This design comes from an exercise in tuning for small area and a short achievable clock period on the open sky130 flow, not from production work. Only simulation tests tie the RTL to the original design; equivalence was not proved. Power figures rest on the tool's default switching activity, not on a simulated workload.

## flow/design.v

```verilog
module UART_TX_CTRL (
    input  wire       CLK,
    input  wire       rst,
    input  wire       send,
    input  wire       load,
    input  wire [7:0] load_data,
    output wire       ready,
    output wire       UART_TX
);
localparam [1:0] RDY  = 2'b01,
                 LOAD = 2'b10,
                 SEND = 2'b11;
reg        tx_bit;
reg  [1:0] tx_state;
reg  [7:0] tx_data;
reg  [3:0] index;
reg  [3:0] tx_tmr;
wire       bit_done = (tx_tmr == 4'd15);
always @(posedge CLK) begin
    if (rst)
        tx_state <= RDY;
    else
    case (tx_state)
        RDY:
            if (send)
                tx_state <= LOAD;
        LOAD:
            tx_state <= SEND;
        SEND:
            if (bit_done)
                tx_state <= (index == 4'd10) ? RDY : LOAD;
        default:
            tx_state <= RDY;
    endcase
end
always @(posedge CLK) begin
    if (rst || tx_state == RDY)
        tx_tmr <= 4'd0;
    else
        tx_tmr <= tx_tmr + 4'd1;
end
always @(posedge CLK) begin
    if (rst || tx_state == RDY)
        index <= 4'd0;
    else if (tx_state == LOAD)
        index <= index + 4'd1;
end
always @(posedge CLK) begin
    if (load)
        tx_data <= load_data;
end
reg frame_bit;
always @(*) begin
    case (index)
        4'd0: frame_bit = 1'b0;
        4'd1: frame_bit = tx_data[0];
        4'd2: frame_bit = tx_data[1];
        4'd3: frame_bit = tx_data[2];
        4'd4: frame_bit = tx_data[3];
        4'd5: frame_bit = tx_data[4];
        4'd6: frame_bit = tx_data[5];
        4'd7: frame_bit = tx_data[6];
        4'd8: frame_bit = tx_data[7];
        default: frame_bit = 1'b1;
    endcase
end
always @(posedge CLK) begin
    if (rst || tx_state == RDY)
        tx_bit <= 1'b1;
    else if (tx_state == LOAD)
        tx_bit <= frame_bit;
end
assign UART_TX = tx_bit;
assign ready   = (tx_state == RDY);
endmodule
module UART_RX_CTRL (
    input  wire       CLK,
    input  wire       rst,
    input  wire       UART_RX,
    output reg  [7:0] recv_data,
    output wire       vald_data
);
localparam [2:0] WAIT_START  = 3'b001,
                 STORE_START = 3'b010,
                 STORE_DATA  = 3'b011,
                 STORE_STOP  = 3'b100,
                 STORE_LAST  = 3'b101;
reg  [2:0] rx_reg;
reg  [2:0] rx_state;
reg  [3:0] rx_tmr;
reg  [2:0] bit_count;
wire startbit_detected = rx_state[0] & rx_reg[2] & ~rx_reg[1];
wire sample_point      = (rx_tmr == 4'd0);
always @(posedge CLK) begin
    if (rst)
        rx_reg <= 3'd0;
    else
        rx_reg <= {rx_reg[1:0], UART_RX};
end
always @(posedge CLK) begin
    if (rst || startbit_detected)
        rx_tmr <= 4'd0;
    else
        rx_tmr <= rx_tmr + 4'd1;
end
always @(posedge CLK) begin
    if (rst) begin
        rx_state  <= WAIT_START;
        bit_count <= 3'd0;
    end
    else
    case (rx_state)
        WAIT_START:
            if (startbit_detected) begin
                rx_state  <= STORE_START;
                bit_count <= 3'd0;
            end
        STORE_START:
            if (sample_point)
                rx_state <= rx_reg[1] ? WAIT_START : STORE_DATA;
        STORE_DATA:
            if (sample_point) begin
                recv_data <= {rx_reg[1], recv_data[7:1]};
                if (bit_count == 3'd7)
                    rx_state <= STORE_STOP;
                else
                    bit_count <= bit_count + 3'd1;
            end
        STORE_STOP:
            if (sample_point)
                rx_state <= rx_reg[1] ? STORE_LAST : WAIT_START;
        default:
            rx_state <= WAIT_START;
    endcase
end
assign vald_data = (rx_state == STORE_LAST);
endmodule
module FIFO (
    input  wire       CLK,
    input  wire       rst,
    input  wire       w_enable,
    input  wire       r_enable,
    input  wire [7:0] w_data,
    output wire [7:0] head,      
    output reg  [8:0] count
);
reg  [4:0] ph;
reg  [7:0] w_buf;
reg        w_pend;
reg  [7:0] w_addr;
reg  [7:0] r_addr;
reg  [7:0] head_buf;
reg        fetch;
wire [7:0] wsel;
wire [7:0] tap [0:7];
always @(posedge CLK) begin
    if (rst)
        ph <= 5'd0;
    else
        ph <= ph + 5'd1;
end
wire flush = w_pend && (ph == w_addr[7:3]);
genvar l, b;
generate
    for (l = 0; l < 8; l = l + 1) begin : lane
        assign wsel[l] = flush && (w_addr[2:0] == l);
        for (b = 0; b < 8; b = b + 1) begin : bits
            reg [31:0] ring;
            always @(posedge CLK)
                ring <= {ring[30:0], wsel[l] ? w_buf[b] : ring[31]};
            assign tap[l][b] = ring[31];
        end
    end
endgenerate
always @(posedge CLK) begin
    if (w_enable)
        w_buf <= w_data;
end
always @(posedge CLK) begin
    if (rst) begin
        w_pend <= 1'b0;
        w_addr <= 8'd0;
    end
    else if (w_enable)
        w_pend <= 1'b1;
    else if (flush) begin
        w_pend <= 1'b0;
        w_addr <= w_addr + 8'd1;
    end
end
always @(posedge CLK) begin
    if (rst)
        r_addr <= 8'd0;
    else if (r_enable)
        r_addr <= r_addr + 8'd1;
end
wire one = (count == 9'd1);
wire two = (count == 9'd2);
always @(posedge CLK) begin
    if (rst)
        fetch <= 1'b0;
    else if (r_enable && !one && !two)
        fetch <= 1'b1;
    else if (ph == r_addr[7:3])
        fetch <= 1'b0;
end
always @(posedge CLK) begin
    if ((w_enable && !r_enable && one) || (r_enable && two))
        head_buf <= w_buf;
    else if (fetch && ph == r_addr[7:3])
        head_buf <= tap[r_addr[2:0]];
end
assign head = one ? w_buf : head_buf;
always @(posedge CLK) begin
    if (rst)
        count <= 9'd0;
    else if (w_enable && !r_enable)
        count <= count + 9'd1;
    else if (r_enable && !w_enable)
        count <= count - 9'd1;
end
endmodule
module UART (
    input  wire CLK,        
    input  wire rst,        
    input  wire btn_0,      
    output wire UART_TX,    
    input  wire UART_RX     
);
localparam [1:0] WAIT_ACTI = 2'd0,
                 SEND_CHAR = 2'd1,
                 RDY       = 2'd2,
                 WAIT_RDY  = 2'd3;
localparam       BTN       = 1'b0,
                 PARROT    = 1'b1;
reg  [1:0] uart_state;
reg  [3:0] str_idx;
reg        send_mode;
reg        send_char;
reg  [7:0] btn_char;
wire       ready;
wire [7:0] recv_data;
wire       vald_data;
wire [7:0] head;
wire [8:0] count;
wire w_enable = vald_data && !count[8];
wire r_enable = (count != 9'd0) && (uart_state == WAIT_ACTI);
always @(*) begin
    case (str_idx[2:0])
        3'd0: btn_char = 8'h02;  
        3'd1: btn_char = 8'h41;  
        3'd2: btn_char = 8'h52;  
        3'd3: btn_char = 8'h54;  
        3'd4: btn_char = 8'h59;  
        3'd5: btn_char = 8'h0D;  
        3'd6: btn_char = 8'h0A;  
        default: btn_char = 8'h03;  
    endcase
end
wire       tx_load      = r_enable || (uart_state == SEND_CHAR && send_mode == BTN);
wire [7:0] tx_load_data = r_enable ? head : btn_char;
UART_TX_CTRL uart_tx_ctrl (
    .CLK(CLK),
    .rst(rst),
    .send(send_char),
    .load(tx_load),
    .load_data(tx_load_data),
    .ready(ready),
    .UART_TX(UART_TX)
);
UART_RX_CTRL uart_rx_ctrl (
    .CLK(CLK),
    .rst(rst),
    .UART_RX(UART_RX),
    .recv_data(recv_data),
    .vald_data(vald_data)
);
FIFO fifo (
    .CLK(CLK),
    .rst(rst),
    .w_enable(w_enable),
    .r_enable(r_enable),
    .w_data(recv_data),
    .head(head),
    .count(count)
);
always @(posedge CLK) begin
    if (rst) begin
        uart_state <= WAIT_ACTI;
        send_mode  <= BTN;
    end
    else
    case (uart_state)
        WAIT_ACTI:
            if (r_enable) begin
                uart_state <= SEND_CHAR;
                send_mode  <= PARROT;
            end
            else if (btn_0) begin
                uart_state <= SEND_CHAR;
                send_mode  <= BTN;
            end
        SEND_CHAR:
            uart_state <= RDY;
        RDY:
            uart_state <= WAIT_RDY;
        WAIT_RDY:
            if (ready) begin
                if (send_mode == PARROT || str_idx == 4'd8)
                    uart_state <= WAIT_ACTI;
                else
                    uart_state <= SEND_CHAR;
            end
    endcase
end
always @(posedge CLK) begin
    if (rst || uart_state == WAIT_ACTI)
        str_idx <= 4'd0;
    else if (uart_state == SEND_CHAR)
        str_idx <= str_idx + 4'd1;
end
always @(posedge CLK) begin
    if (rst)
        send_char <= 1'b0;
    else
        send_char <= (uart_state == SEND_CHAR);
end
endmodule
```

## flow/run.sh

```bash
#!/bin/bash
# synth_recipe.tcl (not shown) runs the flow's synth.tcl, then flattens the netlist and writes it again
# the make line also repeats each setting of config.mk as NAME=value (left out here)
make -C /OpenROAD-flow-scripts/flow DESIGN_CONFIG=/design/flow/config.mk WORK_HOME=/design/flow/orfs CLKGATE_MAP_FILE= SYNTH_SCRIPT=/design/flow/synth_recipe.tcl finish
```

## flow/config.mk

```make
export PLATFORM = sky130hd
export DESIGN_NAME = UART
export DESIGN_NICKNAME = UART
export VERILOG_FILES = /design/flow/design.v
export SDC_FILE = /design/flow/constraint.sdc
export NUM_CORES = 4
export LEC_CHECK = 0
export CAP_MARGIN = 20
export CORE_MARGIN = 2
export CORE_UTILIZATION = 40
export SLEW_MARGIN = 20
```

## flow/constraint.sdc

```tcl
create_clock -name core_clock -period 10.0 [get_ports {CLK}]
set_input_delay 2.0000 -clock core_clock [delete_from_list [all_inputs] [get_ports {CLK}]]
set_output_delay 2.0000 -clock core_clock [all_outputs]
set_load 0.01 [all_outputs]
```

==> notes.md <==
kinds of logic (layout without fill, tap and decap cells):
group,after synthesis,after routing
AOI/OAI and AO/OA,130,130
xor gates and xnor gates,28,28
adders and majority gates,36,36
buffers and inverters,66,370
DFF,2144,2144
muxes,85,85
other,0,7
and+or+nand+nor,208,208
power by group:
group / total [W] / internal, W / leakage, nW / switching [W]
registers: 0.00875 / 0.00866 / 17.3 / 0.0000841
clock network: 0.00698 / 0.00406 / 3.06 / 0.00292
logic: 0.000578 / 0.000225 / 1.50 / 0.000353
total: 0.0163 / 0.0129 / 21.9 / 0.00336
synthesized netlist by cell type, types with 3 or more instances:
| library cell | instances | area, um^2 |
|---|---|---|
| nor2b_1 | 16 | 100.1 |
| xnor2_1 | 16 | 140.1 |
| buf_6 | 3 | 33.78 |
| ha_1 | 36 | 450.4 |
| a31oi_1 | 3 | 18.77 |
| a222oi_1 | 5 | 50.05 |
| o211a_1 | 4 | 40.04 |
| a32oi_1 | 3 | 26.28 |
| buf_1 | 5 | 18.77 |
| nor4_1 | 6 | 37.54 |
| nor2_1 | 50 | 187.7 |
| nand3b_1 | 4 | 30.03 |
| buf_2 | 14 | 70.07 |
| o31ai_1 | 14 | 105.1 |
| nor3b_1 | 5 | 37.54 |
| xor2_1 | 12 | 105.1 |
| nand2_1 | 36 | 135.1 |
| edfxtp_1 | 32 | 960.9 |
| a221oi_1 | 7 | 61.31 |
| nand4_1 | 11 | 68.82 |
| o21bai_1 | 4 | 30.03 |
| mux2_2 | 73 | 822.0 |
| a22o_1 | 7 | 61.31 |
| or4_1 | 6 | 45.04 |
| dfxtp_1 | 2112 | 42280 |
| nand2b_1 | 7 | 43.79 |
| nor3_4 | 8 | 130.1 |
| a22oi_1 | 5 | 37.54 |
| and4_1 | 4 | 35.03 |
| mux2i_1 | 12 | 120.1 |
| clkbuf_1 | 17 | 63.81 |
| and3_1 | 4 | 25.02 |
| or3_1 | 5 | 31.28 |
| a21oi_1 | 35 | 175.2 |
| nor3_1 | 16 | 80.08 |
| a211oi_1 | 8 | 60.06 |
| nand3_1 | 16 | 80.08 |
| o21ai_0 | 19 | 95.09 |
| o311ai_0 | 3 | 26.28 |
| inv_1 | 23 | 86.33 |
worst paths after layout:
check                                         from                                    end  slack [ns]
max                     fifo.count[0]$_SDFFE_PP0P_             fifo.head_buf[2]$_DFFE_PP_        6.25
min          fifo.lane[5].bits[2].ring[17]$_DFF_P_  fifo.lane[5].bits[2].ring[18]$_DFF_P_        0.31
max reg2reg             fifo.count[0]$_SDFFE_PP0P_             fifo.head_buf[2]$_DFFE_PP_        6.25
min reg2reg  fifo.lane[5].bits[2].ring[17]$_DFF_P_  fifo.lane[5].bits[2].ring[18]$_DFF_P_        0.31
layer usage:
layer	global-route usage	wire length [um]
met1	0.1391	30630
met2	0.1339	22630
met3	0.02730	2690
met4	0.05919	2445
met5	0	0
critical path: stages (launching register included):
cell      delay [ns]
dfxtp_1         0.39
inv_1           0.14
ha_1            0.21
nor4b_2         0.48
a21boi_2        0.23
inv_2           0.30
ha_1            0.54
nand2_1         0.17
a211oi_4        0.65
a21o_1          0.33
final cells by class:
| type | count | area share |
|---|---|---|
| Sequential cell | 2144 | 0.7816 |
| Multi-Input combinational cell | 487 | 0.06825 |
| Timing Repair Buffer | 6 | 0.0009046 |
| Clock buffer | 283 | 0.1017 |
| Clock inverter | 56 | 0.01088 |
| Tap cell | 1536 | 0.03474 |
| Inverter | 25 | 0.001696 |
| Antenna cell | 7 | 0.0003166 |
cells in the final DEF, fill, tap and decap left out, drive strengths merged, types with 9 or more instances in the layout:
cell type and instances:
nor2 50, edfxtp 32, a211oi 9, xor2 12
o21ai 19, nor3 24, mux2 73, clkinv 37
mux2i 12, nand3 17, o31ai 14, inv 31
dfxtp 2112, xnor2 16, nor2b 16, nand4 11
ha 36, a21oi 35, clkbuf 283, nand2 36
metrics by stage:
| step | util | worst slack [ns] |
|---|---|---|
| after floorplan | - | 6.777 |
| after global placement | 0.4168 | 6.286 |
| after detailed placement | 0.4168 | 6.219 |
| after CTS | 0.4697 | 6.184 |
| after global routing | 0.4697 | 5.887 |
| final | 0.4698 | 6.252 |
==> results.toml <==
[outcome]
status = "no timing/DRC/antenna violations"

[sta]
fin_crit_ns = 3.748
rsz0062_at_grt = "no"
fmax_mhz = 266.8
finalCritPeriodShare = 0.3748
whs_ns = 0.3050
tns_ns = 0
worst_slew_pin_slew_ns = 1.121
relSlewSlack = 0.2518
setup_viol = 0
finalMaxSlewViolations = 0
hold_viol_final = 0
clock_skew_ns = 0.02327

[synth]
synth_area_um2 = 47310
syn_avg_cell_area_um2 = 17.54
ys.warnings.count = 4
synth-compound-area-share = 0.01928
synth_cell_type_count = 68
synthArstFlopShare = 0
synth_ff_type = "dfxtp_1"
synth_seq_cells = 2144
netlist_instances = 2697
synth-edff-count = 32
synth_fa_ha_area_frac = 0.009520
synth-xor-area-share = 0.005183
muxShareOfSynthArea = 0.01991
syn_nets = 2737
yosysSeqAreaShare = 0.9139
synth-simple-area-share = 0.02576
synth_top_family_by_area = "simple AND/OR/NAND/NOR gates"

[min_path]
hold_class = "flip-flop to flip-flop"
hold_depth = 0

[setup_path]
arrival_ns = 4.18
path_class = "flip-flop to flip-flop"
end_kind = "flip-flop"
cp-start-kind = "flip-flop"
worstPathRequired_ns = 10.43
r2r_cells = 9
path_max_fanout = 19

[floorplanning]
initial_core_util = 0.4018
core_area_um2 = 117800
die_w_um = 347.9
die_y_um = 347.9
io_pins = 5
die_area_um2 = 121000
std_cell_rows = 126

[global_route]
antenna_found_initial = 7
track_usage = 0.09861
grt_pass1_vias = 17480
grt_pass1_wl_um = 92820
grt_max_degree = 62
grt.overflow.total = 0

[power]
p_per_area_nw_per_um2 = 294.7
peakVddDrop_mv = 0.1657
power_leakage_nw = 21.87
finalPower_w = 0.01630

[placement]
gp_congestion = 0.7969
dpl_cell_area_um2 = 49080
dp_hpwl_um = 33640
numPortBuffers = 4
dp.cells = 4198

[final_layout]
largest_register_ffs = 2048
final_area_um2 = 55330
multiInputGateArea_um2 = 3776
fill_cells = 9809
layout-drive-gt1-share = 0.1296
top_register = "fifo.lane.bits.ring"
nets = 2891
reg_top3 = "fifo.lane.bits.ring: 2048 flops, fifo.count: 9 flops"
finalNonFillerCells = 4544
areaGrowthSynthToFinish_pct = 16.94
seq_area_um2 = 43240

[drt]
via_per_inst = 3.956
drcViolationCount = 0
avgRoutedWirePerCell_um = 12.85
routed_wl_um = 58400
initialDrtViolationCount = 906
via_count = 17970
drt-pass1-iter-count = 5
postRouteAntennaNets = 0

[run]
maxCapViolCount = 0

[cts]
cts.clk_slew.worst_paths_ns = 0.06
cts_resized = 0
clk_latency_ns = 0.76
cts_hold_buf = 0
cts_setup_buffers = 0
cts_made_buffers = 187
cts_root_buffer = "clkbuf_16"
cts_tree = "done"
htreeDepth = 4
cts.sink_count = 2144
clock_path_buffers = 3

## separate check: timing with driven ports
In the flow no input, the clock included, has a driving cell. The finished layout below was timed again as built, in two steps.
Step 1 assumes that a clkbuf_16 drives the clock port and a buf_2 every other input.
Step 2 adds t to the input delays and takes it off the output delays; t is the mean of the earliest and latest rising clock arrival at the registers after step 1. Input paths then give back, and output paths get back, about the clock's delay inside the block.
a / b / c = no drivers / after step 1 / after step 2; a / b = the first two.
t (ns): 0.811
slack for setup (ns): 6.252 / 6.252 / 6.252
slew at the worst register clock pin (ns): 0.06 / 0.06
After both steps this run still meets setup and hold. For this run, drivers alone change the setup slack by 0.000 ns; drivers and shift together by 0.000 ns.
